This is an optimization exercise on Yosys and OpenROAD, whose aim is a short achievable clock period and few clock cycles, not a production implementation. At most, simulation tests tie the RTL to the original design; equivalence was not proved. Function not checked in runs 1 to 5: the RTL went through the layout flow alone. Power and IR drop assume default switching activity.

==> flow/config.mk <==
export PLATFORM = sky130hd
export DESIGN_NAME = MIPS
export DESIGN_NICKNAME = MIPS
export VERILOG_FILES = /design/flow/design.v
export SDC_FILE = /design/flow/constraint.sdc
export NUM_CORES = 4
export LEC_CHECK = 0
export ABC_CLOCK_PERIOD_IN_PS = 3000
export CAP_MARGIN = 20
export CORE_MARGIN = 2
export CORE_UTILIZATION = 50
export SLEW_MARGIN = 20
export TNS_END_PERCENT = 100
==> flow/constraint.sdc <==
create_clock -name core_clock -period 11.5 [get_ports {clk}]
set_input_delay 2.3000 -clock core_clock [delete_from_list [all_inputs] [get_ports {clk}]]
set_output_delay 2.3000 -clock core_clock [all_outputs]
set_load 0.01 [all_outputs]
==> flow/design.v <==
module ks_add #(parameter W = 32)
	(input  [W-1:0] a, b,
	 input          cin,
	 output [W-1:0] s,
	 output         cout);
	localparam L = (W >= 64) ? 7 : (W >= 32) ? 6 : (W >= 16) ? 5 : (W >= 8) ? 4 : (W >= 4) ? 3 : 2;	 
	wire [W-1:0] p = a ^ b;
	wire [W:0]   g0 = {a & b, 1'b0} | {{W{1'b0}}, cin};	 
	wire [W:0]   p0 = {p, 1'b0};
	wire [W:0] G [0:L];
	wire [W:0] P [0:L];
	assign G[0] = g0;
	assign P[0] = p0;
	genvar k, i;
	generate
		for (k = 0; k < L; k = k + 1) begin : lv
			for (i = 0; i <= W; i = i + 1) begin : bt
				if (i >= (1 << k)) begin : op
					assign G[k+1][i] = G[k][i] | (P[k][i] & G[k][i - (1 << k)]);
					assign P[k+1][i] = P[k][i] & P[k][i - (1 << k)];
				end else begin : pass
					assign G[k+1][i] = G[k][i];
					assign P[k+1][i] = P[k][i];
				end
			end
		end
	endgenerate
	assign s    = p ^ G[L][W-1:0];
	assign cout = G[L][W];
endmodule
module booth_enc (input  [15:0] B,
		  output [7:0]  neg, one, two);
	wire [16:0] bb = {B, 1'b0};
	genvar i;
	generate
		for (i = 0; i < 8; i = i + 1) begin : g
			wire [2:0] d = bb[2*i +: 3];
			assign neg[i] = d[2];
			assign one[i] = d[1] ^ d[0];
			assign two[i] = (d == 3'b011) | (d == 3'b100);
		end
	endgenerate
endmodule
module mult_harris (input  [15:0] A,
		    input  [7:0]  neg, one, two,
		    output [31:0] S,
		    output [31:0] C);
	wire [31:0] asx = {{16{A[15]}}, A};
	reg  [31:0] pp [0:8];
	reg  [31:0] sel;
	integer i;
	always @(*) begin
		pp[8] = 32'b0;
		for (i = 0; i < 8; i = i + 1) begin
			sel = ({32{one[i]}} & asx) | ({32{two[i]}} & (asx << 1));
			if (neg[i]) sel = ~sel;
			pp[i] = sel << (2*i);
			pp[8][2*i] = neg[i];
		end
	end
	function [63:0] csa;
		input [31:0] x, y, z;
		reg [31:0] s, c;
		begin
			s = x ^ y ^ z;
			c = (x & y) | (x & z) | (y & z);
			csa = {s, c << 1};
		end
	endfunction
	wire [63:0] l1a = csa(pp[0], pp[1], pp[2]);
	wire [63:0] l1b = csa(pp[3], pp[4], pp[5]);
	wire [63:0] l1c = csa(pp[6], pp[7], pp[8]);
	wire [63:0] l2a = csa(l1a[63:32], l1a[31:0], l1b[63:32]);
	wire [63:0] l2b = csa(l1b[31:0], l1c[63:32], l1c[31:0]);
	wire [63:0] l3a = csa(l2a[63:32], l2a[31:0], l2b[63:32]);
	wire [63:0] l4a = csa(l3a[63:32], l3a[31:0], l2b[31:0]);
	assign S = l4a[63:32];
	assign C = l4a[31:0];
endmodule
module next_pc	(input	[31:0]	word,		 
		 input	[31:0]	pcp1,		 
		 input	[23:0]	up, dn,		 
		 input		hold,		 
		 input	[31:0]	pc_rest,
		 input		reset_n,
		 output		short_br,	 
		 output	[31:0]	pc_next, ia_next);
	wire [5:0]  op   = word[31:26];
	wire        same = (word[25:21] == word[20:16]);
	wire [15:0] imm  = word[15:0];
	wire        is_j = (op == 6'h02);
	wire        pred = ((op == 6'h04) & (same | imm[15])) | ((op == 6'h05) & ~same);
	wire        short = (imm[15:7] == {9{imm[7]}});
	assign short_br = pred & short;
	wire [7:0]  lo;
	wire        lo_co;
	ks_add #(8) badd (.a(pcp1[7:0]), .b(imm[7:0]), .cin(1'b0), .s(lo), .cout(lo_co));
	wire [23:0] hi = (lo_co == imm[7]) ? pcp1[31:8] : (lo_co ? up : dn);
	wire [31:0] btgt = {hi, lo};
	wire        take = (is_j | short_br) & ~hold;
	wire [31:0] tgt  = is_j ? {pcp1[31:26], word[25:0]} : btgt;
	assign pc_next = take ? tgt : pc_rest;
	assign ia_next = (take & reset_n) ? tgt : (reset_n ? pc_rest : 32'b0);
endmodule
module MIPS	(input		clk, reset_n,
		 output	[31:0]	imem_addr,
		 input	[31:0]	imem_data,
		 output	[31:0]	dmem_addr, dmem_wdata,
		 output		dmem_we,
		 input	[31:0]	dmem_rdata);
	reg  [31:0]	pc_f;
	reg  [31:0]	ia_f;		 
	reg		v_d;
	reg  [31:0]	ir_d, pcp1_d;
	reg  [31:0]	a_e, b_e, sd_e, alt_e;
	reg		fs_e;
	reg  [7:0]	bneg_e, bone_e, btwo_e;	 
	reg		wen_e, ld_e, st_e, mul_e, beq_e, bne_e, pred_e;
	reg  [4:0]	wdst_e;
	reg  [1:0]	sel_e;		 
	reg		sub_e;
	reg  [1:0]	lop_e;		 
	reg  [31:0]	res_m, sd_m, ms_m, mc_m;
	reg		wen_m, ld_m, st_m, mul_m;
	reg  [4:0]	wdst_m;
	reg  [31:0]	rf [1:31];
	wire [31:0]	mprod;
	wire		mprod_co;
	ks_add #(32) madd (.a(ms_m), .b(mc_m), .cin(1'b0), .s(mprod), .cout(mprod_co));
	wire [31:0]	wres  = ld_m ? dmem_rdata : (mul_m ? mprod : res_m);
	assign imem_addr  = ia_f;
	assign dmem_addr  = res_m;
	assign dmem_wdata = sd_m;
	assign dmem_we    = st_m;
	always @(posedge clk)
		if (wen_m)
			rf[wdst_m] <= wres;
	wire [5:0]	op    = ir_d[31:26];
	wire [5:0]	funct = ir_d[5:0];
	wire [4:0]	rs    = ir_d[25:21];
	wire [4:0]	rt    = ir_d[20:16];
	wire [4:0]	rd    = ir_d[15:11];
	wire [15:0]	imm   = ir_d[15:0];
	wire		is_r    = (op == 6'h00);
	wire		is_mul  = (op == 6'h3F);
	wire		is_addi = (op == 6'h08);
	wire		is_slti = (op == 6'h0A);
	wire		is_andi = (op == 6'h0C);
	wire		is_ori  = (op == 6'h0D);
	wire		is_xori = (op == 6'h0E);
	wire		is_lw   = (op == 6'h23);
	wire		is_sw   = (op == 6'h2B);
	wire		is_beq  = (op == 6'h04);
	wire		is_bne  = (op == 6'h05);
	wire		is_j    = (op == 6'h02);
	wire		sext    = is_addi | is_slti | is_lw | is_sw;
	wire		use_imm = sext | is_andi | is_ori | is_xori;
	wire		use_rs  = is_r | is_mul | use_imm | is_beq | is_bne;
	wire		use_rtb = is_r | is_mul | is_beq | is_bne;
	wire		wr      = is_r | is_mul | is_addi | is_slti | is_andi | is_ori | is_xori | is_lw;
	wire [4:0]	wdst    = (is_r | is_mul) ? rd : rt;
	wire		wen_d   = v_d & wr & (wdst != 5'd0);
	reg  [1:0]	sel_d, lop_d;
	reg		sub_d;
	always @(*) begin
		sel_d = 2'd0; sub_d = 1'b0; lop_d = 2'd0;
		if (is_r)
			case (funct)
				6'h22: sub_d = 1'b1;
				6'h24: begin sel_d = 2'd2; lop_d = 2'd0; end
				6'h25: begin sel_d = 2'd2; lop_d = 2'd1; end
				6'h27: begin sel_d = 2'd2; lop_d = 2'd2; end
				6'h26: begin sel_d = 2'd2; lop_d = 2'd3; end
				6'h2A: begin sel_d = 2'd1; sub_d = 1'b1; end
				default: ;
			endcase
		else if (is_slti) begin sel_d = 2'd1; sub_d = 1'b1; end
		else if (is_andi) begin sel_d = 2'd2; lop_d = 2'd0; end
		else if (is_ori)  begin sel_d = 2'd2; lop_d = 2'd1; end
		else if (is_xori) begin sel_d = 2'd2; lop_d = 2'd3; end
	end
	wire		fm_s = wen_m & (wdst_m == rs);
	wire		fm_t = wen_m & (wdst_m == rt);
	wire [31:0]	rs_val = (rs == 5'd0) ? 32'b0 : (fm_s ? wres : rf[rs]);
	wire [31:0]	rt_val = (rt == 5'd0) ? 32'b0 : (fm_t ? wres : rf[rt]);
	wire [31:0]	immx   = {(sext & imm[15]) ? 16'hFFFF : 16'h0000, imm};
	wire		fe_s = wen_e & (wdst_e == rs);
	wire		fe_t = wen_e & (wdst_e == rt);
	wire [7:0]	bneg_d, bone_d, btwo_d;
	booth_enc benc (.B(rt_val[15:0]), .neg(bneg_d), .one(bone_d), .two(btwo_d));
	wire		stall = v_d & (((ld_e | mul_e) & ((use_rs & fe_s) | (use_rtb & fe_t))) | (is_mul & fe_t));
	wire [31:0]	pcp1_f;
	wire		pcp1_co;
	ks_add #(32) inc (.a(pc_f), .b(32'b0), .cin(1'b1), .s(pcp1_f), .cout(pcp1_co));
	wire [23:0]	up_f, dn_f;
	wire		up_co, dn_co;
	ks_add #(24) hinc (.a(pcp1_f[31:8]), .b(24'h000000), .cin(1'b1), .s(up_f), .cout(up_co));
	ks_add #(24) hdec (.a(pcp1_f[31:8]), .b(24'hFFFFFF), .cin(1'b0), .s(dn_f), .cout(dn_co));
	wire		same   = (rs == rt);
	wire		pred_s = (is_beq & (same | imm[15])) | (is_bne & ~same);
	wire		short_d = (imm[15:7] == {9{imm[7]}});
	wire [31:0]	btgt_d;
	wire		btgt_co;
	ks_add #(32) dadd (.a(pcp1_d), .b({{16{imm[15]}}, imm}), .cin(1'b0), .s(btgt_d), .cout(btgt_co));
	wire		redirect_d = v_d & ~stall & pred_s & ~short_d;
	wire [31:0]	alt_d  = pred_s ? pcp1_d : btgt_d;
	wire [31:0]	A = a_e;
	wire [31:0]	B = b_e;
	wire [31:0]	Bx = sub_e ? ~B : B;
	wire [32:0]	sum;
	ks_add #(32) aadd (.a(A), .b(Bx), .cin(sub_e), .s(sum[31:0]), .cout(sum[32]));
	wire		slt = sum[31] ^ ~sum[32];
	reg  [31:0]	logic_r;
	always @(*)
		case (lop_e)
			2'd0: logic_r = A & B;
			2'd1: logic_r = A | B;
			2'd2: logic_r = ~(A | B);
			default: logic_r = A ^ B;
		endcase
	wire [31:0]	res_e = (sel_e == 2'd2) ? logic_r :
				(sel_e == 2'd1) ? {31'b0, slt} : sum[31:0];
	wire		eq    = (A == B);
	wire		taken = (beq_e & eq) | (bne_e & ~eq);
	wire		mispredict = (beq_e | bne_e) & (taken ^ pred_e);
	wire [31:0]	ms_e, mc_e;
	mult_harris mult (.A(A[15:0]), .neg(bneg_e), .one(bone_e), .two(btwo_e), .S(ms_e), .C(mc_e));
	wire [31:0]	pc_rest = mispredict ? alt_e : (redirect_d ? btgt_d : (stall ? pc_f : pcp1_f));
	wire		short_br;
	wire [31:0]	pc_next, ia_next;
	next_pc npc (.word(imem_data), .pcp1(pcp1_f), .up(up_f), .dn(dn_f),
		     .hold(mispredict | redirect_d | stall), .pc_rest(pc_rest), .reset_n(reset_n),
		     .short_br(short_br), .pc_next(pc_next), .ia_next(ia_next));
	always @(posedge clk)
		ia_f <= ia_next;
	always @(posedge clk, negedge reset_n)
		if (!reset_n) begin
			pc_f   <= 32'b0;
			v_d    <= 1'b0;
			wen_e  <= 1'b0; ld_e <= 1'b0; st_e <= 1'b0; mul_e <= 1'b0;
			beq_e  <= 1'b0; bne_e <= 1'b0;
			wen_m  <= 1'b0; ld_m <= 1'b0; st_m <= 1'b0; mul_m <= 1'b0;
		end else begin
			pc_f <= pc_next;
			if (mispredict | redirect_d)
				v_d <= 1'b0;
			else if (!stall)
				v_d <= 1'b1;
			if (mispredict | stall | ~v_d) begin
				wen_e <= 1'b0; ld_e <= 1'b0; st_e <= 1'b0; mul_e <= 1'b0;
				beq_e <= 1'b0; bne_e <= 1'b0;
			end else begin
				wen_e <= wen_d; ld_e <= is_lw; st_e <= is_sw; mul_e <= is_mul;
				beq_e <= is_beq; bne_e <= is_bne;
			end
			wen_m <= wen_e; ld_m <= ld_e; st_m <= st_e; mul_m <= mul_e;
		end
	always @(posedge clk) begin
		if (!stall) begin
			ir_d   <= imem_data;
			pcp1_d <= pcp1_f;
		end
		a_e    <= fe_s ? res_e : rs_val;
		b_e    <= (fe_t & ~use_imm) ? res_e : (use_imm ? immx : rt_val);
		sd_e   <= rt_val;
		fs_e   <= fe_t;
		bneg_e <= bneg_d;
		bone_e <= bone_d;
		btwo_e <= btwo_d;
		wdst_e <= wdst;
		sel_e  <= sel_d;
		sub_e  <= sub_d;
		lop_e  <= lop_d;
		pred_e <= pred_s;
		alt_e  <= alt_d;
		res_m  <= res_e;
		sd_m   <= fs_e ? wres : sd_e;
		ms_m   <= ms_e;
		mc_m   <= mc_e;
		wdst_m <= wdst_e;
	end
endmodule
==> flow/flow/run.sh <==
#!/bin/bash
# Layout of the design: the standard flow (standard.sh) with different
# effort settings; the constraints (clock period, I/O delays, loads) are
# the standard flow's, unchanged.
#  - ports are buffered with buf_4 instead of the weakest buffer.
set -euo pipefail
bash standard.sh \
  SETUP_SLACK_MARGIN=8.3 \
  SETUP_MOVE_SEQUENCE=unbuffer,sizeup,swap,split \
  "BUFFER_PORTS_ARGS=-buffer_cell sky130_fd_sc_hd__buf_4" \
  finish > standard_flow.log 2>&1
==> flow/standard.sh <==
#!/bin/bash
# synth_recipe.tcl (not shown) runs the flow's synth.tcl, then flattens the netlist and writes it again
# the make line also repeats each setting of config.mk as NAME=value (left out here)
make -C /OpenROAD-flow-scripts/flow DESIGN_CONFIG=/design/flow/config.mk WORK_HOME=/design/flow/orfs CLKGATE_MAP_FILE= SYNTH_SCRIPT=/design/flow/synth_recipe.tcl "${@:-finish}"
==> run notes, run 1 <==
sequential share of power=33.1%; Power Internal=13.67 mW; initial antenna violation count=2; Worst Max-Slew Pin Slew=1180 ps; final setup vio count=0; Final Instance Count excl. Fillers=7998; Power Density=237.2 nW/µm²; # fillers=11460; DR WL/cell=35.18 µm; hold path cells=0; crit path DAT=5300 ps; CTS max path bufs=3; family with the most delay on the worst path=simple AND/OR/NAND/NOR gates; Worst path max stage delay=390 ps; largest net degree at the start of global routing=65; EDFF count, synth=1056; FFs w/ async S/R, synth=3.018%; MaxCap Viol Count=0; Worst-Skew Late Latency=820 ps; area grow syn2layout=21.47%; Setup CP Type=primary input to flip-flop; clk sinks=1425; die area=157000 µm²; Setup Total Neg Slack=0 ps; drt pass-1 iters=8; P_leak=33.16 nW; Vias/cell=6.729; placed wire-length estimate=155200 µm; fin util=61.30%; Comb pwr share=44.2%; fin area=93450 µm²; instance count on the critical path=14; Hold Crit Start=ld_e; FF-to-FF path depth=12; buffers added on ports=162; CP Max Fanout=7; Max Slew Vio Count=0; Nets=6242; layout cells sized above 1=34.34%; Psw=8.494 mW; Post-route DRC=0; clock share of power=22.8%; Initial Util=50.47%; Slew headroom=21.17%; Hold Slack=359.5 ps; CTS tree=yes; Max Freq=217.6 MHz; # hold bufs at CTS=0; footprint of the multi-input gates=38740 µm²; Site Rows=143; Clk pin slew, worst setup/hold paths=60 ps; switching share of power=38.32%; final WL=281300 µm; vias after detailed routing=53820; Worst EP required=12200 ps; Core Area=152400 µm²; buffers and inverters on the worst path=1; first-pass GRT wire length=378200 µm; syn avg cell area=13.77 µm²; Critical Path End Type=flip-flop; reg2reg start=pc_f[0]; post-route ant nets=0; Reg area=39650 µm²; dominant synthesized flop cell=edfxtp_1; Tcrit/Tclk final=39.97%; Synth Cell Area=76940 µm²; CTS Buf Count=157; VDD IR max=0.1854 mV; CP Cell Sequence=buf_8, ha_4, fa_2, a21o_1, a41oi_2, nand3_4, nand2_8, nand4_1, nor4_4, a31oi_1, xor2_1, nor2_1, or3b_4, and2_1; CP max-delay cell=or3b_4; CTS root buffer=clkbuf_16; Die X=396.3 µm; Min Clock Period, post-route=4596 ps; post-placement cell count=7516; io pins=163; worst min path class=flip-flop to flip-flop; dpl cell area=81300 µm²; htree depth=4; number of global-route vias before repair=52240; sequential area share after synthesis=51.10%; gr ovfl total=0; Yosys reg bits=1425; final hold viol count=0; Post-Syn Instances=5589; Layout Skew=41.06 ps; Final GP Congestion=0.9129; Total GRT Usage=33.87%; die height=396.3 µm; Yosys warnings=6; Yosys cell types=90; RSZ-0062 raised after global routing=yes; CP Launch Type=primary input; outcome=timing/DRC/antenna clean; DR iter-0 viols=7391; CP Launch Point=imem_data[0]
[area by class of cell]
| type | count | share of cell area, % |
|---|---|---|
| flip-flops and latches | 1425 | 42.43 |
| multi-input cells | 3478 | 41.46 |
| repair buffers | 476 | 6.674 |
| clock buffers | 207 | 4.563 |
| well taps | 2030 | 2.718 |
| inverters | 297 | 1.242 |
| clock inverters | 81 | 0.9064 |
| diodes | 4 | 0.01071 |
[kinds of logic after synthesis]
kind of cell	after synthesis	share of synthesized area, %
flops	1425	51.10
compound gates	948	7.883
simple gates	932	5.690
mux	886	20.93
buf+inv	686	3.480
xor+xnor	371	4.224
fa+ha+maj	341	6.697
[cell usage after synthesis, drive strengths merged (42+ instances only)]
| cell type | number | area (µm²) |
|---|---|---|
| edfxtp | 1056 | 31710 |
| mux4 | 571 | 12860 |
| nor2 | 335 | 1257 |
| dfxtp | 326 | 6526 |
| inv | 297 | 1115 |
| clkbuf | 285 | 1140 |
| a21oi | 277 | 1390 |
| nand2 | 261 | 989.7 |
| mux2i | 245 | 2452 |
| ha | 223 | 2790 |
| xnor2 | 221 | 1936 |
| o21ai | 191 | 955.9 |
| xor2 | 150 | 1314 |
| a22oi | 135 | 1013 |
| fa | 118 | 2362 |
| buf | 104 | 422.9 |
| mux2 | 70 | 788.3 |
| a211oi | 68 | 515.5 |
| nand3 | 55 | 285.3 |
| and2 | 49 | 306.6 |
| a21o | 43 | 322.8 |
| dfrtp | 43 | 1076 |
| nor3 | 42 | 215.2 |
[power groups by stage]
stage / logic [mW] / clock network (mW) / registers [mW]
floorplan: 5.59 / 0 / 7.06
global placement: 7.75 / 0 / 7.37
detailed placement: 7.85 / 0 / 7.36
CTS: 9.00 / 5.08 / 7.33
global route: 10.7 / 5.29 / 7.37
finish: 9.79 / 5.05 / 7.33
[metrics by stage]
stage | power, mW | worst slack, ps
2_1_floorplan | 12.65 | 6567
3_3_place_gp | 15.12 | 5895
3_5_place_dp | 15.21 | 5875
4_1_cts | 21.40 | 6992
5_1_grt | 23.36 | 6771
6_report | 22.17 | 6904
[placed cells by master, fill, tap and decap left out, drive strengths merged, types with 49 or more instances in the layout]
| master | netlist | layout |
|---|---|---|
| buf | 104 | 468 |
| a21oi | 277 | 277 |
| mux2i | 245 | 245 |
| clkinv | 0 | 65 |
| a211oi | 68 | 68 |
| mux2 | 70 | 70 |
| nor2 | 335 | 335 |
| nand3 | 55 | 55 |
| xnor2 | 221 | 221 |
| nand2 | 261 | 261 |
| fa | 118 | 118 |
| ha | 223 | 223 |
| edfxtp | 1056 | 1056 |
| dfxtp | 326 | 326 |
| o21ai | 191 | 191 |
| clkbuf | 285 | 215 |
| and2 | 49 | 49 |
| mux4 | 571 | 571 |
| xor2 | 150 | 150 |
| inv | 297 | 298 |
| a22oi | 135 | 135 |
[final timing paths]
kind                       endpoint  slack (ps)
max                        ia_f[25]        6900
min                            ld_m         360
max reg2reg                ia_f[26]        7130
min reg2reg                    ld_m         360
max in group asynchronous      ld_m        9150
min in group asynchronous  pc_f[27]        1410
[what timing repair did]
action	in CTS	in global routing
setup endpoints to repair	1046	718
setup buffers	113	77
pin swaps	167	208
resized for setup	736	374
[flip-flops by register name, summed over array words and instances, names as in the netlist, 2 cells and up, named ones only]
register and cells:
sel_e 2, pcp1_d 32, ir_d 32, pc_f 32
res_m 32, sd_e 24, sd_m 32, a_e 32
rf 992, alt_e 32, bone_e 8, b_e 32
ms_m 32, bneg_e 7, ia_f 32, wdst_m 5
mc_m 28, wdst_e 5, btwo_e 8, lop_e 2
[layer usage]
| metal | vias up | track usage (%) | wire length [µm] |
|---|---|---|---|
| li1 | 21940 | - | - |
| met1 | 27870 | 46.28 | 106400 |
| met2 | 3340 | 52.47 | 126600 |
| met3 | 667 | 6.421 | 30450 |
| met4 | 0 | 16.30 | 17930 |
| met5 | - | 0 | 0 |
==> run 2, diff against run 1 <==
--- a/flow/config.mk
+++ b/flow/config.mk
@@ -12,2 +12,4 @@
 export SLEW_MARGIN = 20
+export SYNTH_HIERARCHICAL = 1
+export SYNTH_MINIMUM_KEEP_SIZE = 0
 export TNS_END_PERCENT = 100
==> run 2 against run 1 <==
  * Clock power up 6.9%
  * Sequential share of layout area fell by 3.6 points
  * Register-to-register slack got worse by 560 ps
  * Final cell count rose by 14%
  * Sequential power rose by 1%
  * Area after synthesis increased by 8.4%
  * Non-clock buffer count rose by 57
  * Combinational power up 78%
  * Largest cell class is now multi-input combinational cells
==> run notes, run 2 <==
Synth Cell Area=83420 µm² (+8.4%); largest net degree at the start of global routing=84 (+29%); Total GRT Usage=36.92% (+3.0 points); vias after detailed routing=62950 (+17%); Final GP Congestion=0.9704 (+6.3%); Max Slew Vio Count=0 (unchanged); number of global-route vias before repair=59610 (+14%); MaxCap Viol Count=0 (unchanged); first-pass GRT wire length=443000 µm (+17%); die height=412.5 µm (+4.1%); DR WL/cell=36.38 µm (+3.4%); P_leak=37.35 nW (+13%); final hold viol count=0 (unchanged); most common cell after layout, fill and taps aside=edfxtp_1; CP Launch Type=flip-flop; CP Max Fanout=6 (-1); clk sinks=1438 (+0.91%); Die X=412.5 µm (+4.1%); Most flops, register=rf; crit path DAT=5640 ps (+340 ps); htree depth=4 (unchanged); # fillers=12340 (+7.7%); buffers added on ports=162 (unchanged); initial antenna violation count=27 (+25); die area=170100 µm² (+8.3%); CTS Buf Count=161 (+2.5%); io pins=163 (unchanged); max reg flops=992 (unchanged); worst min path class=flip-flop to flip-flop; Core Area=165400 µm² (+8.5%); Post-Syn Instances=6513 (+17%); Site Rows=149 (+4.2%); Post-route DRC=0 (unchanged); gr ovfl total=0 (unchanged); Clk pin slew, worst setup/hold paths=50 ps (about the same); DR iter-0 viols=9504 (+29%); Worst Max-Slew Pin Slew=1231 ps (+51.19 ps); Nets=7290 (+17%); Reg area=39950 µm² (+0.75%); RSZ-0062 raised after global routing=yes; CTS tree=yes; reg2reg start=pc_f[0]; final WL=333000 µm (+18%); Initial Util=50.44% (about the same); Slew headroom=17.95% (-3.2 points); Max Freq=202.9 MHz (-6.8%); CP Launch Point=pc_f[0]; Setup Total Neg Slack=0 ps (unchanged); Layout Skew=61.99 ps (+20.93 ps); drt pass-1 iters=8 (unchanged); Critical Path End Type=flip-flop; placed wire-length estimate=177300 µm (+14%); Vias/cell=6.877 (+2.2%); Power Density=293.4 nW/µm² (+24%); layout cells sized above 1=34.57% (+0.23 points); outcome=timing/DRC/antenna clean; VDD IR max=0.2565 mV (+38%); syn avg cell area=12.81 µm² (-7.0%); CTS max path bufs=3 (unchanged); commonest cells after routing, fill and taps aside=edfxtp_1 (1056), mux4_2 (492), inv_1 (327); Min Clock Period, post-route=4930 ps (+333.2 ps); Tcrit/Tclk final=42.87% (+2.9 points); final setup vio count=0 (unchanged); Hold Crit Start=st_e; fin util=62.20% (+0.89 points); footprint of the multi-input gates=45970 µm² (+19%); Worst-Skew Late Latency=860 ps (+40 ps); CTS root buffer=clkbuf_16; area grow syn2layout=23.30%; post-route ant nets=0 (unchanged); # hold bufs at CTS=0 (unchanged); Setup CP Type=flip-flop to flip-flop; Yosys warnings=12 (+6); Worst EP required=12210 ps (about the same)
-- run 2: where the power goes --
part	total, mW	switching (mW)	leakage (nW)	internal (mW)
logic	17.4	10.3	21.6	7.11
registers	7.40	0.541	13.0	6.86
clock network	5.40	2.27	2.70	3.13
total	30.2	13.1	37.3	17.1
-- run 2: area by class of cell --
| cell class | count | area share [%] |
|---|---|---|
| clock inverter | 93 | 1.102 |
| sequential | 1438 | 38.84 |
| antenna | 25 | 0.06083 |
| tap | 2189 | 2.663 |
| inverter | 346 | 1.277 |
| timing repair buffer | 533 | 7.077 |
| multi-input combinational | 4324 | 44.70 |
| clock buffer | 205 | 4.276 |
-- run 2: path summary, 6_finish.rpt --
path | cells past startpoint | end | slack (ps)
setup / recovery | 18 | pc_f[26] | 6570
hold / removal | 0 | st_m | 350
setup reg to reg | 18 | pc_f[26] | 6570
hold reg to reg | 0 | st_m | 350
max in group asynchronous | 2 | pc_f[29] | 9440
min in group asynchronous | 1 | pc_f[6] | 1430
-- run 2: routing by layer --
layer / track usage [%] / routed length [µm]
met1: 49.63 / 123300
met2: 54.75 / 142900
met3: 13.06 / 49410
met4: 14.58 / 16770
met5: 0 / 545
-- run 2: metrics by stage --
step	cells	setup WS [ps]	hold WS, ps	area (µm²)	total power [mW]
floorplan	6608	7367	331.2	84800	16.23
global placement	8603	6067	337.3	87810	20.17
detailed placement	8603	6078	341.1	87820	20.27
CTS	9068	6735	353.8	100000	28.37
global route	9129	6436	356.3	102800	31.54
finish	9153	6570	349.7	102800	30.18
-- run 2: repair_timing --
action | CTS | global route
pin swaps | 200 | 216
gates resized for setup | 1003 | 436
endpoints found under the setup margin | 1199 | 802
hold endpoints to repair | 0 | 0
buffers inserted | 167 | 56
-- run 2: critical path, cell delays in order, from the launching register on --
cell and delay (ps):
dfrtp_1 400, fa_2 370, a21o_1 210, a221oi_4 330
o21ai_4 120, a31oi_4 500, o21ai_4 110, xor2_4 450
ha_4 300, a211o_1 270, o211ai_2 80, a21oi_2 80
a311o_2 430, a2111o_1 390, o211a_1 140, nand3b_1 130
a22o_1 210, nand3_2 90, a22o_1 190
==> run 3, diff against run 2 <==
--- a/flow/design.v
+++ b/flow/design.v
@@ -80,2 +80,3 @@
 module next_pc	(input	[31:0]	word,		 
+		 input	[31:0]	pc,		 
 		 input	[31:0]	pcp1,		 
@@ -84,2 +85,4 @@
 		 input	[31:0]	pc_rest,
+		 input		mispredict,	 
+		 input	[31:0]	alt,		 
 		 input		reset_n,
@@ -96,4 +99,4 @@
 	wire        lo_co;
-	ks_add #(8) badd (.a(pcp1[7:0]), .b(imm[7:0]), .cin(1'b0), .s(lo), .cout(lo_co));
-	wire [23:0] hi = (lo_co == imm[7]) ? pcp1[31:8] : (lo_co ? up : dn);
+	ks_add #(8) badd (.a(pc[7:0]), .b(imm[7:0]), .cin(1'b1), .s(lo), .cout(lo_co));
+	wire [23:0] hi = (lo_co == imm[7]) ? pc[31:8] : (lo_co ? up : dn);
 	wire [31:0] btgt = {hi, lo};
@@ -101,4 +104,5 @@
 	wire [31:0] tgt  = is_j ? {pcp1[31:26], word[25:0]} : btgt;
-	assign pc_next = take ? tgt : pc_rest;
-	assign ia_next = (take & reset_n) ? tgt : (reset_n ? pc_rest : 32'b0);
+	wire [31:0] pc_f_next = take ? tgt : pc_rest;
+	assign pc_next = mispredict ? alt : pc_f_next;
+	assign ia_next = ~reset_n ? 32'b0 : pc_next;
 endmodule
@@ -196,4 +200,4 @@
 	wire		up_co, dn_co;
-	ks_add #(24) hinc (.a(pcp1_f[31:8]), .b(24'h000000), .cin(1'b1), .s(up_f), .cout(up_co));
-	ks_add #(24) hdec (.a(pcp1_f[31:8]), .b(24'hFFFFFF), .cin(1'b0), .s(dn_f), .cout(dn_co));
+	ks_add #(24) hinc (.a(pc_f[31:8]), .b(24'h000000), .cin(1'b1), .s(up_f), .cout(up_co));
+	ks_add #(24) hdec (.a(pc_f[31:8]), .b(24'hFFFFFF), .cin(1'b0), .s(dn_f), .cout(dn_co));
 	wire		same   = (rs == rt);
@@ -227,7 +231,7 @@
 	mult_harris mult (.A(A[15:0]), .neg(bneg_e), .one(bone_e), .two(btwo_e), .S(ms_e), .C(mc_e));
-	wire [31:0]	pc_rest = mispredict ? alt_e : (redirect_d ? btgt_d : (stall ? pc_f : pcp1_f));
+	wire [31:0]	pc_rest = redirect_d ? btgt_d : (stall ? pc_f : pcp1_f);
 	wire		short_br;
 	wire [31:0]	pc_next, ia_next;
-	next_pc npc (.word(imem_data), .pcp1(pcp1_f), .up(up_f), .dn(dn_f),
-		     .hold(mispredict | redirect_d | stall), .pc_rest(pc_rest), .reset_n(reset_n),
+	next_pc npc (.word(imem_data), .pc(pc_f), .pcp1(pcp1_f), .up(up_f), .dn(dn_f),
+		     .hold(redirect_d | stall), .pc_rest(pc_rest), .mispredict(mispredict), .alt(alt_e), .reset_n(reset_n),
 		     .short_br(short_br), .pc_next(pc_next), .ia_next(ia_next));
==> run 3 against run 2 <==
  * Still clean
  * Sequential power increased by 0.9%
  * Final cell count increased by 0.67%
  * Non-clock buffer count decreased by 35
  * Core utilization decreased by 1.3 points
  * Critical path depth decreased by 3
  * Maximum frequency increased by 22%
  * Clock-buffer cell count increased by 5
  * Sequential cell count unchanged
  * Sequential share of layout area increased by 0.88 points
  * Clock skew decreased by 17 ps
  * Largest power group unchanged
==> run notes, run 3 <==
R2R Setup Slk=7520 ps (+950 ps); syn avg cell area=12.47 µm² (-2.7%); Post-Syn Instances=6657 (+2.2%); first-pass GRT wire length=440900 µm (-0.49%); Hold Path Sink=st_m; Post-route DRC=0 (unchanged); Die X=411.4 µm (-0.26%); area grow syn2layout=20.99%; Yosys warnings=12 (unchanged); Power Density=252.0 nW/µm² (-14%); Clk pin slew, worst setup/hold paths=60 ps (about the same); commonest cells after routing, fill and taps aside=edfxtp_1 (1056), mux4_2 (425), nand2_1 (376); # fillers=12710 (+3.0%); Hold Crit Start=st_e; crit path DAT=4740 ps (-900 ps); Vias/cell=6.759 (-1.7%); post-route ant nets=0 (unchanged); Place WS=6358 ps (+280.8 ps); Slew headroom=16.38% (-1.6 points); hold path cells=0 (unchanged); most common cell after layout, fill and taps aside=edfxtp_1; CP Max Fanout=12 (+6); outcome=timing/DRC/antenna clean; Total GRT Usage=36.41% (-0.50 points); final setup vio count=0 (unchanged); CP Launch Point=imem_data[0]; Final GP Congestion=0.9275 (-4.4%); reg2reg start=sub_e; Initial Util=50.35% (-0.094 points); placed wire-length estimate=181400 µm (+2.3%); number of global-route vias before repair=61040 (+2.4%); Layout Skew=44.76 ps (-17.23 ps); fin util=60.92% (-1.3 points); VDD IR max=0.3199 mV (+25%); Most flops, register=rf; DR iter-0 viols=7953 (-16%); P_leak=36.42 nW (-2.5%); CP max-delay cell=o31ai_2; buffers and inverters on the worst path=4 (+4); Critical Path End Type=flip-flop; final hold viol count=0 (unchanged); max reg flops=992 (unchanged); io pins=163 (unchanged); Worst Max-Slew Pin Slew=1254 ps (+23.58 ps); CTS tree=yes; worst min path class=flip-flop to flip-flop; largest net degree at the start of global routing=73 (-13%); Synth Cell Area=82980 µm² (-0.52%); CTS root buffer=clkbuf_16; post-placement cell count=8745 (+1.7%); worst setup margin=7454 ps (+883.4 ps); # hold bufs at CTS=0 (unchanged); Worst-Skew Late Latency=830 ps (-30 ps); fin area=100400 µm² (-2.4%); htree depth=4 (unchanged); final WL=319900 µm (-3.9%); Max Freq=247.1 MHz (+22%); Nets=7376 (+1.2%); RSZ-0062 raised after global routing=yes; initial antenna violation count=8 (-70%); MaxCap Viol Count=0 (unchanged); Tcrit/Tclk final=35.18% (-7.7 points); Final Instance Count excl. Fillers=9214 (+0.67%); clk sinks=1438 (unchanged); vias after detailed routing=62270 (-1.1%); layout cells sized above 1=30.71% (-3.9 points); Site Rows=149 (unchanged); family with the most delay on the worst path=compound AO/OA/AOI/OAI gates; Worst path max stage delay=280 ps (-220 ps); Min Clock Period, post-route=4046 ps (-883.4 ps); die height=411.4 µm (-0.26%); Core Area=164800 µm² (-0.34%); FF-to-FF path depth=14 (-4); RR Endpoint=b_e[0]; drt pass-1 iters=12 (+4); footprint of the multi-input gates=44840 µm² (-2.5%); CTS Buf Count=156 (-3.1%); cell repeated most along the worst path=buf_16; Setup CP Type=primary input to flip-flop; DR WL/cell=34.72 µm (-4.6%); Worst EP required=12190 ps (-20 ps); dpl cell area=87320 µm² (-0.57%); CP Launch Type=primary input; CTS max path bufs=3 (unchanged); die area=169200 µm² (-0.52%); gr ovfl total=0 (unchanged); Reg area=39880 µm² (-0.18%); Max Slew Vio Count=0 (unchanged); buffers added on ports=162 (unchanged); Setup Total Neg Slack=0 ps (unchanged); CP Cell Sequence=buf_8, ha_4, a21o_1, nand4_1, nand2_2, a21oi_4, o21ai_4, buf_12, buf_16, buf_16, mux2i_1, mux2_2, o211ai_1, o31ai_2, o31ai_1
## run 3: changes by cell type in the layout (fill, tap and decap cells not counted), sizes merged, moves of 32 or more
| cell | before | now |
|---|---|---|
| nand2 | 289 | 415 |
| buf | 525 | 492 |
| nor2 | 364 | 269 |
| a21oi | 235 | 267 |
| mux2i | 195 | 299 |
| a22o | 67 | 0 |
| a211oi | 215 | 107 |
| or2 | 1 | 37 |
| o31ai | 27 | 67 |
| o22ai | 14 | 51 |
| o41ai | 4 | 37 |
| mux4 | 492 | 425 |
## run 3: final cells by class
cell class | count | share of cell area, %
inverters | 339 | 1.282
well taps | 2189 | 2.728
flip-flops and latches | 1438 | 39.72
multi-input cells | 4457 | 44.66
repair buffers | 498 | 6.382
diodes | 5 | 0.01246
clock inverters | 78 | 0.9447
clock buffers | 210 | 4.265
## run 3: metal layers
metal	part of all wire, %	wire length, µm	track usage, %	vias to the layer above
li1	-	-	-	25980
met3	9.9	31510	7.889	878
met1	36	116600	45.89	31700
met5	0.019	61	0	-
met4	8.9	28410	26.53	10
met2	45	143300	55.61	3713
## run 3: what timing repair did
item / in CTS / in global routing
pin swaps: 166 / 158
endpoints found under the setup margin: 1088 / 608
buffers inserted: 144 / 32
cloned: 0 / 0
gates resized for setup: 907 / 365
## run 3: worst register-to-register path, cell delays in order, from the launching register on
cell and delay [ps]:
dfxtp_4 470, buf_8 180, xor2_1 80, ha_1 410
and3_4 230, a221oi_4 70, o21ai_4 230, a31oi_4 210
o41a_4 510, o31ai_4 260, xor2_2 260, xor2_2 350
o311ai_4 170, a222oi_1 300, o21ai_1 110
## run 3: report_power, final
part           internal, mW  leakage (nW)  switching [mW]
Sequential             6.83          13.0           0.645
Clock                  2.96          2.54            2.21
Combinational          5.24          20.9            7.41
## run 3: worst max-delay path by stage
| stage | to | slack [ps] | cells past startpoint |
|---|---|---|---|
| 2_1_floorplan | pc_f[26] | 7160 | 14 |
| 3_3_place_gp | pc_f[26] | 6400 | 13 |
| 3_5_place_dp | pc_f[26] | 6360 | 13 |
| 4_1_cts | pc_f[11] | 7580 | 15 |
| 5_1_grt | b_e[0] | 7390 | 14 |
| 6_report | pc_f[9] | 7450 | 15 |
## run 3: metrics by stage
step	total power [mW]	hold WS, ps
after floorplan	14.08	331.2
after global placement	17.14	338.7
after detailed placement	17.24	345.6
after CTS	24.32	358.1
after global routing	26.52	365.6
final	25.30	362.3
==> run 4, diff against run 3 <==
--- a/flow/design.v
+++ b/flow/design.v
@@ -79,30 +79,15 @@
 endmodule
-module next_pc	(input	[31:0]	word,		 
-		 input	[31:0]	pc,		 
-		 input	[31:0]	pcp1,		 
-		 input	[23:0]	up, dn,		 
+module next_pc	(input	[5:0]	op,		 
+		 input	[25:0]	target,		 
+		 input	[5:0]	pcp1_hi,	 
 		 input		hold,		 
 		 input	[31:0]	pc_rest,
-		 input		mispredict,	 
-		 input	[31:0]	alt,		 
 		 input		reset_n,
-		 output		short_br,	 
+		 output		take_j,
 		 output	[31:0]	pc_next, ia_next);
-	wire [5:0]  op   = word[31:26];
-	wire        same = (word[25:21] == word[20:16]);
-	wire [15:0] imm  = word[15:0];
-	wire        is_j = (op == 6'h02);
-	wire        pred = ((op == 6'h04) & (same | imm[15])) | ((op == 6'h05) & ~same);
-	wire        short = (imm[15:7] == {9{imm[7]}});
-	assign short_br = pred & short;
-	wire [7:0]  lo;
-	wire        lo_co;
-	ks_add #(8) badd (.a(pc[7:0]), .b(imm[7:0]), .cin(1'b1), .s(lo), .cout(lo_co));
-	wire [23:0] hi = (lo_co == imm[7]) ? pc[31:8] : (lo_co ? up : dn);
-	wire [31:0] btgt = {hi, lo};
-	wire        take = (is_j | short_br) & ~hold;
-	wire [31:0] tgt  = is_j ? {pcp1[31:26], word[25:0]} : btgt;
-	wire [31:0] pc_f_next = take ? tgt : pc_rest;
-	assign pc_next = mispredict ? alt : pc_f_next;
-	assign ia_next = ~reset_n ? 32'b0 : pc_next;
+	assign take_j = (op == 6'h02) & ~hold;
+	wire   take_r = take_j & reset_n;
+	wire [31:0] jtgt = {pcp1_hi, target};
+	assign pc_next = take_j ? jtgt : pc_rest;
+	assign ia_next = take_r ? jtgt : (reset_n ? pc_rest : 32'b0);
 endmodule
@@ -117,3 +102,14 @@
 	reg		v_d;
-	reg  [31:0]	ir_d, pcp1_d;
+	reg  [31:0]	ir_d, pc_d, pcp1_d;
+	reg		bt_d;		 
+	reg  [31:0]	bw_d;		 
+	reg  [2:0]	bi_d;		 
+	reg  [31:0]	bt_tag [0:7];
+	reg  [31:0]	bt_tgt [0:7];
+	reg  [31:0]	bt_word [0:7];
+	reg  [7:0]	bt_v;
+	reg  [2:0]	bt_rr;		 
+	reg		wq_v, kq_v;	 
+	reg  [31:0]	wq_pc, wq_tgt, wq_word;
+	reg  [2:0]	kq_idx;
 	reg  [31:0]	a_e, b_e, sd_e, alt_e;
@@ -198,9 +194,19 @@
 	ks_add #(32) inc (.a(pc_f), .b(32'b0), .cin(1'b1), .s(pcp1_f), .cout(pcp1_co));
-	wire [23:0]	up_f, dn_f;
-	wire		up_co, dn_co;
-	ks_add #(24) hinc (.a(pc_f[31:8]), .b(24'h000000), .cin(1'b1), .s(up_f), .cout(up_co));
-	ks_add #(24) hdec (.a(pc_f[31:8]), .b(24'hFFFFFF), .cin(1'b0), .s(dn_f), .cout(dn_co));
+	wire		j_f    = (imem_data[31:26] == 6'h02);
+	reg  [7:0]	hitv;
+	reg  [31:0]	hit_tgt, hit_word;
+	reg  [2:0]	hit_idx;
+	integer		bi;
+	always @(*) begin
+		hit_tgt = 32'b0; hit_word = 32'b0; hit_idx = 3'd0;
+		for (bi = 0; bi < 8; bi = bi + 1) begin
+			hitv[bi] = bt_v[bi] & (bt_tag[bi] == pc_f);
+			hit_tgt  = hit_tgt  | ({32{hitv[bi]}} & bt_tgt[bi]);
+			hit_word = hit_word | ({32{hitv[bi]}} & bt_word[bi]);
+			hit_idx  = hit_idx  | ({3{hitv[bi]}} & bi[2:0]);
+		end
+	end
+	wire		bhit = |hitv;
 	wire		same   = (rs == rt);
 	wire		pred_s = (is_beq & (same | imm[15])) | (is_bne & ~same);
-	wire		short_d = (imm[15:7] == {9{imm[7]}});
 	wire [31:0]	btgt_d;
@@ -208,4 +214,8 @@
 	ks_add #(32) dadd (.a(pcp1_d), .b({{16{imm[15]}}, imm}), .cin(1'b0), .s(btgt_d), .cout(btgt_co));
-	wire		redirect_d = v_d & ~stall & pred_s & ~short_d;
+	wire		word_ok = (bw_d == ir_d);
+	wire		redirect_d = v_d & ~stall & ~is_j & (bt_d ? ~word_ok : pred_s);
+	wire [31:0]	rtgt_d = pred_s ? btgt_d : pcp1_d;
 	wire [31:0]	alt_d  = pred_s ? pcp1_d : btgt_d;
+	wire		bt_ins = v_d & ~stall & ~is_j & pred_s & ~(bt_d & word_ok);
+	wire		bt_kill = v_d & ~stall & bt_d & ~word_ok;
 	wire [31:0]	A = a_e;
@@ -231,8 +241,9 @@
 	mult_harris mult (.A(A[15:0]), .neg(bneg_e), .one(bone_e), .two(btwo_e), .S(ms_e), .C(mc_e));
-	wire [31:0]	pc_rest = redirect_d ? btgt_d : (stall ? pc_f : pcp1_f);
-	wire		short_br;
+	wire [31:0]	pc_rest = mispredict ? alt_e : (redirect_d ? rtgt_d :
+				  (stall ? pc_f : (bhit ? hit_tgt : pcp1_f)));
+	wire		take_j;
 	wire [31:0]	pc_next, ia_next;
-	next_pc npc (.word(imem_data), .pc(pc_f), .pcp1(pcp1_f), .up(up_f), .dn(dn_f),
-		     .hold(redirect_d | stall), .pc_rest(pc_rest), .mispredict(mispredict), .alt(alt_e), .reset_n(reset_n),
-		     .short_br(short_br), .pc_next(pc_next), .ia_next(ia_next));
+	next_pc npc (.op(imem_data[31:26]), .target(imem_data[25:0]), .pcp1_hi(pcp1_f[31:26]),
+		     .hold(mispredict | redirect_d | stall), .pc_rest(pc_rest), .reset_n(reset_n),
+		     .take_j(take_j), .pc_next(pc_next), .ia_next(ia_next));
 	always @(posedge clk)
@@ -241,2 +252,29 @@
 		if (!reset_n) begin
+			bt_v  <= 8'b0;
+			bt_rr <= 3'd0;
+			wq_v  <= 1'b0;
+			kq_v  <= 1'b0;
+		end else begin
+			wq_v <= bt_ins;
+			kq_v <= bt_kill;
+			if (kq_v)
+				bt_v[kq_idx] <= 1'b0;
+			if (wq_v) begin
+				bt_v[bt_rr] <= 1'b1;
+				bt_rr <= bt_rr + 3'd1;
+			end
+		end
+	always @(posedge clk) begin
+		wq_pc   <= pc_d;
+		wq_tgt  <= btgt_d;
+		wq_word <= ir_d;
+		kq_idx  <= bi_d;
+		if (wq_v) begin
+			bt_tag[bt_rr]  <= wq_pc;
+			bt_tgt[bt_rr]  <= wq_tgt;
+			bt_word[bt_rr] <= wq_word;
+		end
+	end
+	always @(posedge clk, negedge reset_n)
+		if (!reset_n) begin
 			pc_f   <= 32'b0;
@@ -264,3 +302,7 @@
 			ir_d   <= imem_data;
+			pc_d   <= pc_f;
 			pcp1_d <= pcp1_f;
+			bt_d   <= bhit & ~j_f;
+			bw_d   <= hit_word;
+			bi_d   <= hit_idx;
 		end
==> run 4 against run 3 <==
  * Wire length rose by 29%
  * Area after synthesis rose by 36%
  * Synthesized cell count rose by 14%
  * Final cell count rose by 21%
  * Sequential cell count rose by 948
  * Cell area rose by 36%
  * Critical path type is now flip-flop to flip-flop
  * Sequential power rose by 63%
  * First-iteration DRC count rose by 38%
  * Hold slack got worse by 52 ps
  * Maximum frequency fell by 4.7%
  * Worst setup slack got worse by 200 ps
  * Combinational power rose by 5%
  * Still clean
==> run notes, run 4 <==
first-pass GRT wire length=556700 µm (+26%); Final GP Congestion=0.9253 (-0.24%); # hold bufs at CTS=0 (unchanged); CTS max path bufs=4 (+1); Worst-Skew Late Latency=950 ps (+120 ps); Post-route DRC=0 (unchanged); Core Area=224500 µm² (+36%); CTS tree=yes; Critical Path End Type=flip-flop; Die X=478.9 µm (+16%); dpl cell area=118000 µm² (+35%); P_leak=48.18 nW (+32%); syn avg cell area=14.92 µm² (+20%); Worst EP required=12290 ps (+100 ps); crit path DAT=5030 ps (+290 ps); buffers added on ports=162 (unchanged); CTS root buffer=clkbuf_16; outcome=timing/DRC/antenna clean; post-route ant nets=0 (unchanged); Min Clock Period, post-route=4244 ps (+198.4 ps); initial antenna violation count=33 (+25); VDD IR max=0.1900 mV (-41%); commonest cells after routing, fill and taps aside=edfxtp_1 (1892), mux4_2 (546), inv_1 (320); most common cell after layout, fill and taps aside=edfxtp_1; Vias/cell=6.677 (-1.2%); Place WS=5610 ps (-748.6 ps); Worst Max-Slew Pin Slew=1192 ps (-62.73 ps); die area=229400 µm² (+36%); Synth Cell Area=112800 µm² (+36%); Yosys warnings=10 (-2); Most flops, register=rf; Total GRT Usage=34.56% (-1.9 points); largest net degree at the start of global routing=68 (-6.8%); Max Slew Vio Count=0 (unchanged); Power Density=248.3 nW/µm² (-1.5%); FF-to-FF path depth=18 (+4); RSZ-0062 raised after global routing=yes; vias after detailed routing=74470 (+20%); Layout Skew=89.12 ps (+44.36 ps); placed wire-length estimate=218300 µm (+20%); gr ovfl total=0 (unchanged); Initial Util=50.24% (-0.11 points); fin area=137000 µm² (+36%); final setup vio count=0 (unchanged); # fillers=16410 (+29%); die height=478.9 µm (+16%); worst setup margin=7256 ps (-198.4 ps); htree depth=5 (+1); Setup Total Neg Slack=0 ps (unchanged); reg2reg start=a_e[6]; io pins=163 (unchanged); drt pass-1 iters=6 (-6); hold path cells=0 (unchanged); R2R Setup Slk=7260 ps (-260 ps); Nets=8383 (+14%); final hold viol count=0 (unchanged); layout cells sized above 1=32.13% (+1.4 points); Site Rows=174 (+17%); MaxCap Viol Count=0 (unchanged); Max Freq=235.6 MHz (-4.7%); Slew headroom=20.56% (+4.2 points); CP Launch Type=flip-flop; worst min path class=flip-flop to flip-flop; Post-Syn Instances=7559 (+14%); number of global-route vias before repair=71140 (+17%); Hold Crit Start=pc_d[6]; clk sinks=2386 (+66%); area grow syn2layout=21.47%; DR WL/cell=36.90 µm (+6.3%); Tcrit/Tclk final=36.91% (+1.7 points); RR Endpoint=pc_f[13]; Setup CP Type=flip-flop to flip-flop; final WL=411600 µm (+29%); Hold Path Sink=wq_pc[6]; CTS Buf Count=276 (+77%); max reg flops=992 (unchanged); Clk pin slew, worst setup/hold paths=60 ps (about the same); CP Max Fanout=7 (-5); DR iter-0 viols=10940 (+38%)
[run 4: area by class of cell]
type	instances	area [µm²]	area share [%]
diodes	8	20.02	0.01461
clock buffers	363	7458	5.445
clock inverters	118	1135	0.8284
inverters	338	1299	0.9481
multi-input cells	4325	47670	34.80
flip-flops and latches	2386	67390	49.19
well taps	2992	3744	2.733
repair buffers	622	8274	6.040
[run 4: timing repair]
action                                   CTS  global route
buffers inserted                         220            56
gates resized for setup                 1194           402
endpoints found under the setup margin  1324          1144
pin swaps                                173           154
[run 4: per-stage QoR]
step | total power [mW] | cells | hold slack, ps | util [%]
floorplan | 18.24 | 7599 | 323.3 | -
global placement | 21.79 | 10390 | 323.3 | 52.56
detailed placement | 21.99 | 10390 | 326.9 | 52.56
CTS | 33.02 | 11090 | 299.9 | 59.87
global route | 35.42 | 11150 | 322.2 | 61.02
finish | 34.01 | 11150 | 310.7 | 61.03
[run 4: worst max-delay path, stage by stage, from the launching register on]
cell and delay, ps:
dfxtp_4 410, inv_1 60, ha_1 300, nor4_1 310, nand4_1 290, nor2_4 270, mux2i_1 110, a22o_1 250
buf_12 160, nand2b_4 150, buf_12 160, clkinv_4 50, nand2_2 40, or4b_4 490, nor4_4 290, buf_12 220
buf_12 160, buf_12 140, mux2_4 290
[run 4: power by group]
part	switching [mW]	internal, mW	leakage, nW
Combinational	7.88	5.43	22.2
Clock	3.52	5.03	4.23
Sequential	1.04	11.1	21.7
Total	12.4	21.6	48.2
[run 4: routing by layer]
layer	global-route usage, %	share of wire [%]	vias up	routed length, µm
met5	0	0.022	-	92
li1	-	-	30020	-
met4	13.53	4.9	16	20330
met3	8.250	13	946	51850
met2	50.97	44	4897	179400
met1	49.69	39	38590	159900
[run 4: worst max path at each step]
stage,to,start,cells past startpoint
4_1_cts,pc_f[20],ir_d[22],16
2_1_floorplan,pc_f[19],imem_data[30],5
3_5_place_dp,pc_f[31],a_e[12],16
5_1_grt,pc_f[13],a_e[8],18
3_3_place_gp,pc_f[31],a_e[13],16
6_report,pc_f[13],a_e[6],18
==> run 5, diff against run 4 <==
--- a/flow/design.v
+++ b/flow/design.v
@@ -84,2 +84,4 @@
 		 input	[31:0]	pc_rest,
+		 input		mispredict,	 
+		 input	[31:0]	alt,		 
 		 input		reset_n,
@@ -88,6 +90,6 @@
 	assign take_j = (op == 6'h02) & ~hold;
-	wire   take_r = take_j & reset_n;
 	wire [31:0] jtgt = {pcp1_hi, target};
-	assign pc_next = take_j ? jtgt : pc_rest;
-	assign ia_next = take_r ? jtgt : (reset_n ? pc_rest : 32'b0);
+	wire [31:0] pc_f_next = take_j ? jtgt : pc_rest;
+	assign pc_next = mispredict ? alt : pc_f_next;
+	assign ia_next = ~reset_n ? 32'b0 : pc_next;
 endmodule
@@ -241,4 +243,3 @@
 	mult_harris mult (.A(A[15:0]), .neg(bneg_e), .one(bone_e), .two(btwo_e), .S(ms_e), .C(mc_e));
-	wire [31:0]	pc_rest = mispredict ? alt_e : (redirect_d ? rtgt_d :
-				  (stall ? pc_f : (bhit ? hit_tgt : pcp1_f)));
+	wire [31:0]	pc_rest = redirect_d ? rtgt_d : (stall ? pc_f : (bhit ? hit_tgt : pcp1_f));
 	wire		take_j;
@@ -246,3 +247,3 @@
 	next_pc npc (.op(imem_data[31:26]), .target(imem_data[25:0]), .pcp1_hi(pcp1_f[31:26]),
-		     .hold(mispredict | redirect_d | stall), .pc_rest(pc_rest), .reset_n(reset_n),
+		     .hold(redirect_d | stall), .pc_rest(pc_rest), .mispredict(mispredict), .alt(alt_e), .reset_n(reset_n),
 		     .take_j(take_j), .pc_next(pc_next), .ia_next(ia_next));
==> run 5 against run 4 <==
  * Critical path depth decreased by 2
  * Critical endpoint is now b_e[0]
  * Global-route usage rose by 0.76 points
  * Largest cell class unchanged
  * Via count rose by 7.7%
  * Area after synthesis grew 2.5%
  * Synthesized cell count is 6.7% higher
  * Die area grew 2.5%
  * Total power rose by 1.1%
  * Largest power group unchanged
  * Maximum frequency rose by 9.2%
  * Sequential power barely moved
  * Sequential share of layout area fell by 1.1 points
  * Clock-buffer cell count rose by 2
==> run notes, run 5 <==
most common cell after layout, fill and taps aside=edfxtp_1; Vias/cell=6.897 (+3.3%); Initial Util=50.28% (about the same); worst setup margin=7615 ps (+359.2 ps); max reg flops=992 (unchanged); outcome=timing/DRC/antenna clean; Place WS=6342 ps (+732.4 ps); CTS max path bufs=4 (unchanged); hold path cells=0 (unchanged); Hold Crit Start=pc_d[4]; cell repeated most along the worst path=a21oi_2; Worst path max stage delay=390 ps (-100 ps); Worst-Skew Late Latency=950 ps (about the same); VDD IR max=0.1832 mV (-3.6%); CTS root buffer=clkbuf_16; CTS Buf Count=276 (unchanged); post-placement cell count=10890 (+4.9%); Max Freq=257.4 MHz (+9.2%); buffers added on ports=162 (unchanged); dpl cell area=120900 µm² (+2.5%); number of global-route vias before repair=76620 (+7.7%); MaxCap Viol Count=0 (unchanged); final WL=437600 µm (+6.3%); Worst Max-Slew Pin Slew=1166 ps (-25.65 ps); Most flops, register=rf; Tcrit/Tclk final=33.79% (-3.1 points); final setup vio count=0 (unchanged); Core Area=229900 µm² (+2.4%); initial antenna violation count=33 (unchanged); Synth Cell Area=115600 µm² (+2.5%); crit path DAT=4700 ps (-330 ps); CP max-delay cell=fa_2; Final GP Congestion=0.9520 (+2.9%); Final Instance Count excl. Fillers=11630 (+4.2%); DR iter-0 viols=11710 (+7.0%); io pins=163 (unchanged); Setup CP Type=flip-flop to flip-flop; Yosys warnings=10 (unchanged); fin area=140100 µm² (+2.2%); Min Clock Period, post-route=3885 ps (-359.2 ps); commonest cells after routing, fill and taps aside=edfxtp_1 (1892), mux4_2 (506), xnor2_1 (370); first-pass GRT wire length=586800 µm (+5.4%); switching share of power=37.37% (+0.81 points); Critical Path End Type=flip-flop; Site Rows=176 (+1.1%); syn avg cell area=14.33 µm² (-4.0%); Layout Skew=64.52 ps (-24.61 ps); Post-route DRC=0 (unchanged); Power Density=245.4 nW/µm² (-1.2%); drt pass-1 iters=6 (unchanged); Power Internal=21.52 mW (-0.24%); Comb pwr share=39.1% (about the same); Max Slew Vio Count=0 (unchanged); FF-to-FF path depth=16 (-2); Total GRT Usage=35.32% (+0.76 points); CTS tree=yes; P_leak=48.60 nW (+0.87%); reg2reg start=sub_e; die area=235000 µm² (+2.5%); Die X=484.8 µm (+1.2%); largest net degree at the start of global routing=100 (+47%); Post-Syn Instances=8067 (+6.7%); # fillers=17010 (+3.6%); post-route ant nets=0 (unchanged); Slew headroom=21.93% (+1.4 points); # hold bufs at CTS=0 (unchanged); vias after detailed routing=80180 (+7.7%); clk sinks=2386 (unchanged); Worst EP required=12320 ps (+30 ps); Clk pin slew, worst setup/hold paths=70 ps (about the same); CP Max Fanout=6 (-1); clock share of power=25.1% (about the same); worst min path class=flip-flop to flip-flop; DR WL/cell=37.64 µm (+2.0%); Hold Path Sink=wq_pc[4]; final hold viol count=0 (unchanged); area grow syn2layout=21.17%; die height=484.8 µm (+1.2%); Psw=12.85 mW (+3.3%); RSZ-0062 raised after global routing=yes; CP Launch Type=flip-flop; Setup Total Neg Slack=0 ps (unchanged); placed wire-length estimate=242200 µm (+11%); gr ovfl total=0 (unchanged); CP Cell Sequence=buf_12, buf_12, xor2_4, fa_2, a21o_1, a221oi_4, o21ai_4, a31oi_4, o41a_4, o31ai_4, xor2_2, xnor2_2, a211oi_2, a21oi_2, a21oi_2, a21oi_2; Nets=8820 (+5.2%); sequential share of power=35.8% (about the same); fin util=60.92% (-0.11 points); layout cells sized above 1=31.13% (-1.0 points); R2R Setup Slk=7610 ps (+360 ps); htree depth=5 (unchanged); RR Endpoint=b_e[0]
run 5: repair_timing:
action / CTS / global route
pin swaps: 251 / 217
gates resized for setup: 1079 / 476
setup buffers: 173 / 68
hold endpoints to repair: 0 / 0
endpoints found under the setup margin: 1495 / 810
run 5: cell type report:
class | instances | area (µm²) | share of cell area, %
diodes | 13 | 32.53 | 0.02323
clock buffers | 365 | 7610 | 5.433
clock inverters | 113 | 1052 | 0.7513
inverters | 362 | 1366 | 0.9755
multi-input cells | 4742 | 50760 | 36.24
flip-flops and latches | 2386 | 67390 | 48.12
well taps | 3026 | 3786 | 2.703
repair buffers | 618 | 8060 | 5.755
run 5: per-stage QoR:
step                      total power [mW]  hold WS, ps
after floorplan                      18.39        323.3
after detailed placement             22.41        326.9
after global placement               22.35        323.8
after CTS                            33.03        330.5
after global routing                 35.68        346.1
final                                34.37        328.0
run 5: critical path: cells and delay by family, from the launching register on:
| kind | cells | cell delay, ps |
|---|---|---|
| buffers and inverters | 2 | 290 |
| DFF | 1 | 330 |
| AOI/OAI and AO/OA | 10 | 2040 |
| adders and majority gates | 1 | 390 |
| xor gates and xnor gates | 3 | 680 |
run 5: per-layer routing:
metal / up-vias / GRT usage (%) / part of all wire, %
met5: - / 0 / 0.022
met4: 14 / 15.30 / 5.1
met3: 1019 / 9.562 / 14
met2: 5543 / 50.73 / 42
met1: 41500 / 50.54 / 39
li1: 32100 / - / -
run 5: power by group through the flow:
stage / combinational (mW) / clock [mW] / sequential (mW)
floorplan: 6.73 / 0 / 11.7
global placement: 10.1 / 0 / 12.3
detailed placement: 10.1 / 0 / 12.3
CTS: 12.2 / 8.66 / 12.2
global route: 14.3 / 9.01 / 12.3
finish: 13.4 / 8.62 / 12.3
run 5: worst max path at each step:
stage             start  endpoint  depth (start not counted)
2_1_floorplan  ms_m[23]   b_e[30]                         13
3_3_place_gp   ir_d[26]  ia_f[24]                         13
3_5_place_dp   ir_d[26]  ia_f[24]                         13
4_1_cts            st_m   dmem_we                          1
5_1_grt           sub_e    b_e[0]                         16
6_report          sub_e    b_e[0]                         16
==> run 6, diff against run 5 <==
--- a/flow/design.v
+++ b/flow/design.v
@@ -79,18 +79,2 @@
 endmodule
-module next_pc	(input	[5:0]	op,		 
-		 input	[25:0]	target,		 
-		 input	[5:0]	pcp1_hi,	 
-		 input		hold,		 
-		 input	[31:0]	pc_rest,
-		 input		mispredict,	 
-		 input	[31:0]	alt,		 
-		 input		reset_n,
-		 output		take_j,
-		 output	[31:0]	pc_next, ia_next);
-	assign take_j = (op == 6'h02) & ~hold;
-	wire [31:0] jtgt = {pcp1_hi, target};
-	wire [31:0] pc_f_next = take_j ? jtgt : pc_rest;
-	assign pc_next = mispredict ? alt : pc_f_next;
-	assign ia_next = ~reset_n ? 32'b0 : pc_next;
-endmodule
 module MIPS	(input		clk, reset_n,
@@ -197,2 +181,3 @@
 	wire		j_f    = (imem_data[31:26] == 6'h02);
+	wire [31:0]	jtgt_f = {pcp1_f[31:26], imem_data[25:0]};
 	reg  [7:0]	hitv;
@@ -243,10 +228,8 @@
 	mult_harris mult (.A(A[15:0]), .neg(bneg_e), .one(bone_e), .two(btwo_e), .S(ms_e), .C(mc_e));
-	wire [31:0]	pc_rest = redirect_d ? rtgt_d : (stall ? pc_f : (bhit ? hit_tgt : pcp1_f));
-	wire		take_j;
-	wire [31:0]	pc_next, ia_next;
-	next_pc npc (.op(imem_data[31:26]), .target(imem_data[25:0]), .pcp1_hi(pcp1_f[31:26]),
-		     .hold(redirect_d | stall), .pc_rest(pc_rest), .mispredict(mispredict), .alt(alt_e), .reset_n(reset_n),
-		     .take_j(take_j), .pc_next(pc_next), .ia_next(ia_next));
+	wire		take_j  = j_f & ~mispredict & ~redirect_d & ~stall;
+	wire [31:0]	pc_rest = mispredict ? alt_e : (redirect_d ? rtgt_d :
+				  (stall ? pc_f : (bhit ? hit_tgt : pcp1_f)));
+	wire [31:0]	pc_next = take_j ? jtgt_f : pc_rest;
 	always @(posedge clk)
-		ia_f <= ia_next;
+		ia_f <= reset_n ? pc_next : 32'b0;
 	always @(posedge clk, negedge reset_n)
--- a/flow/config.mk
+++ b/flow/config.mk
@@ -12,4 +12,2 @@
 export SLEW_MARGIN = 20
-export SYNTH_HIERARCHICAL = 1
-export SYNTH_MINIMUM_KEEP_SIZE = 0
 export TNS_END_PERCENT = 100
==> run 6 against run 5 <==
  * Still clean on timing, DRC and antenna
  * Combinational power fell by 25%
  * First-iteration DRC count shrank 9.8%
  * Maximum frequency up 0.98%
  * Highest routed layer unchanged
==> run notes, run 6 <==
DR iter-0 viols=10560 (-9.8%); final setup vio count=0 (unchanged); Place WS=6129 ps (-213.4 ps); layout cells sized above 1=29.34% (-1.8 points); Slew headroom=23.52% (+1.6 points); clock share of power=26.3% (+1.2 points); met1 Usage GRT=47.07% (-3.5 points); Reg area=67100 µm² (-0.43%); worst setup margin=7653 ps (+37.86 ps); GR Util met3=8.291% (-1.3 points); met2 usage=51.77% (+1.0 points); drt pass-1 iters=8 (+2); footprint of the multi-input gates=44090 µm² (-13%); CTS Buf Count=240 (-13%); Synth Cell Area=109500 µm² (-5.2%); Power Internal=19.37 mW (-10%); VDD IR max=0.1831 mV (about the same); Site Rows=171 (-2.8%); largest family of logic cells by synthesized area=multiplexers; crit path DAT=4640 ps (-60 ps); post-synthesis adder-cell area fraction=4.640%; Psw=10.60 mW (-17%); Max Freq=259.9 MHz (+0.98%); Setup Total Neg Slack=0 ps (unchanged); sequential area share after synthesis=60.92%; Die X=472.1 µm (-2.6%); first-pass GRT wire length=531100 µm (-9.5%); Vias/cell=6.711 (-2.7%); Most flops, register=rf; simple logic cell fraction of the synthesized area=4.895%; Total Power=29.97 mW (-13%); RSZ-0062 raised after global routing=yes; Hold Slack=336.6 ps (+8.624 ps); post-synth top area cell=edfxtp_1; EDFF count, synth=1892; Synth Area in Compound Gates=7.811%; buffers added on ports=162 (unchanged); Layout Skew=89.99 ps (+25.47 ps); Nets=7963 (-9.7%); CTS root buffer=clkbuf_16; Max Slew Vio Count=0 (unchanged); clk sinks=2373 (-0.54%); fin area=130900 µm² (-6.5%); Final GP Congestion=0.9557 (+0.39%); MaxCap Viol Count=0 (unchanged); largest net degree at the start of global routing=80 (-20%); Worst-Skew Late Latency=920 ps (-30 ps); Clk pin slew, worst setup/hold paths=60 ps (about the same); GRT busiest layer=met2; CP Max Fanout=6 (unchanged); top cells by area, synth=edfxtp_1 (52%), mux4_2 (12%), dfxtp_1 (7.8%), xor2_1 (2.7%), ha_1 (2.5%); final hold viol count=0 (unchanged); number of global-route vias before repair=68380 (-11%); die height=472.1 µm (-2.6%); outcome=timing/DRC/antenna clean; post-synthesis xor/xnor area fraction=4.718%; count leader, synth=edfxtp_1; die area=222800 µm² (-5.2%); Worst Max-Slew Pin Slew=1147 ps (-18.86 ps); switching share of power=35.37% (-2.0 points); max reg flops=992 (unchanged); post-route ant nets=0 (unchanged); placed wire-length estimate=209600 µm (-13%); io pins=163 (unchanged); gr ovfl total=0 (unchanged); CP Launch Type=primary input; dominant synthesized flop cell=edfxtp_1; Power Density=229.0 nW/µm² (-6.7%); DR WL/cell=36.64 µm (-2.7%); Post-route DRC=0 (unchanged); Core Area=217400 µm² (-5.4%); most common cell after layout, fill and taps aside=edfxtp_1; sequential share of power=40.0% (+4.2 points); worst min path class=flip-flop to flip-flop; Setup CP Type=primary input to flip-flop; vias after detailed routing=71410 (-11%); Worst EP required=12290 ps (-30 ps); post-placement cell count=10000 (-8.2%); Yosys warnings=4 (-6); # hold bufs at CTS=0 (unchanged); Min Clock Period, post-route=3847 ps (-37.86 ps); Post-Syn Instances=7286 (-9.7%); post-synthesis mux area share=14.16%; # fillers=16150 (-5.1%); Yosys reg bits=2373; P_leak=45.40 nW (-6.6%); final WL=389900 µm (-11%); post-synth top area share=51.87%; Final Instance Count excl. Fillers=10640 (-8.5%); fin util=60.22% (-0.71 points); CTS tree=yes; FFs w/ async S/R, synth=2.360%; Critical Path End Type=flip-flop; Total GRT Usage=34.03% (-1.3 points); Tcrit/Tclk final=33.46% (-0.33 points); dpl cell area=114900 µm² (-5.0%); Yosys cell types=90; area grow syn2layout=19.50%; leading post-synthesis cells by instance count=edfxtp_1 (1892), mux4_2 (570), dfxtp_1 (425); commonest cells after routing, fill and taps aside=edfxtp_1 (1892), mux4_2 (570), xor2_1 (317); initial antenna violation count=27 (-18%); Initial Util=50.39% (+0.11 points); htree depth=4 (-1); Comb pwr share=33.7% (-5.4 points); CTS max path bufs=3 (-1); syn avg cell area=15.03 µm² (+4.9%)
==> run 6: worst max-delay path, cell delays in order <==
cell and delay (ps):
buf_8 100, nor4_4 240, nand3b_1 380, o21bai_4 330, o22ai_4 270, or3_4 300
a2bb2oi_2 170, o21ai_1 70, a221o_1 310, and2_1 160
==> run 6: power by group through the flow <==
stage	registers, mW	logic, mW	clock network, mW
2_1_floorplan	11.5	5.50	0
3_3_place_gp	12.0	7.95	0
3_5_place_dp	12.0	8.07	0
4_1_cts	11.9	9.40	7.94
5_1_grt	12.0	10.9	8.28
6_report	12.0	10.1	7.89
==> run 6: kinds of logic after synthesis <==
| family | after synthesis |
|---|---|
| muxes | 831 |
| AOI/OAI and AO/OA | 1237 |
| and+or+nand+nor | 1142 |
| buffers and inverters | 777 |
| adders and majority gates | 336 |
| DFF | 2373 |
| xor gates and xnor gates | 590 |
==> run 6: cell type report <==
class                      count  share of cell area [%]
sequential                  2373                   51.27
clock buffer                 327                   5.060
tap                         2854                   2.728
timing repair buffer         515                   5.310
multi-input combinational   4136                   33.69
antenna                        9                 0.01721
inverter                     295                  0.9109
clock inverter               131                   1.023
==> run 6: final timing paths <==
| check | startpoint | endpoint | slack [ps] | cells after the start |
|---|---|---|---|---|
| max | imem_data[29] | ia_f[27] | 7650 | 10 |
| min | pc_d[1] | wq_pc[1] | 340 | 0 |
| max reg2reg | ms_m[2] | rf[2][28] | 7710 | 12 |
| min reg2reg | pc_d[1] | wq_pc[1] | 340 | 0 |
| max in group asynchronous | reset_n | pc_f[26] | 9180 | 2 |
| min in group asynchronous | reset_n | pc_f[10] | 1200 | 1 |
==> run 6: metal layers <==
layer | vias up | wire [µm]
met5 | - | 98
met4 | 16 | 19400
met3 | 862 | 46530
met2 | 4496 | 175000
met1 | 37250 | 148900
li1 | 28780 | -
==> run 6: timing repair <==
item                       in CTS  in global routing
resized for setup             904                363
gates cloned                    0                  0
setup endpoints to repair    1053                593
pin swaps                     145                177
setup buffers                 139                 32
Testbench counts of run 6, summed over its fixed seeds: cycles 29,524.

Re-timed with assumed drivers on the ports (clkbuf_16 on the clock, buf_2 on other inputs), run 6 has 7.568 ns of setup slack against 7.653 ns with ideal ports, and 6.738 ns once port delays also move by the mid clock arrival of 0.967 ns.
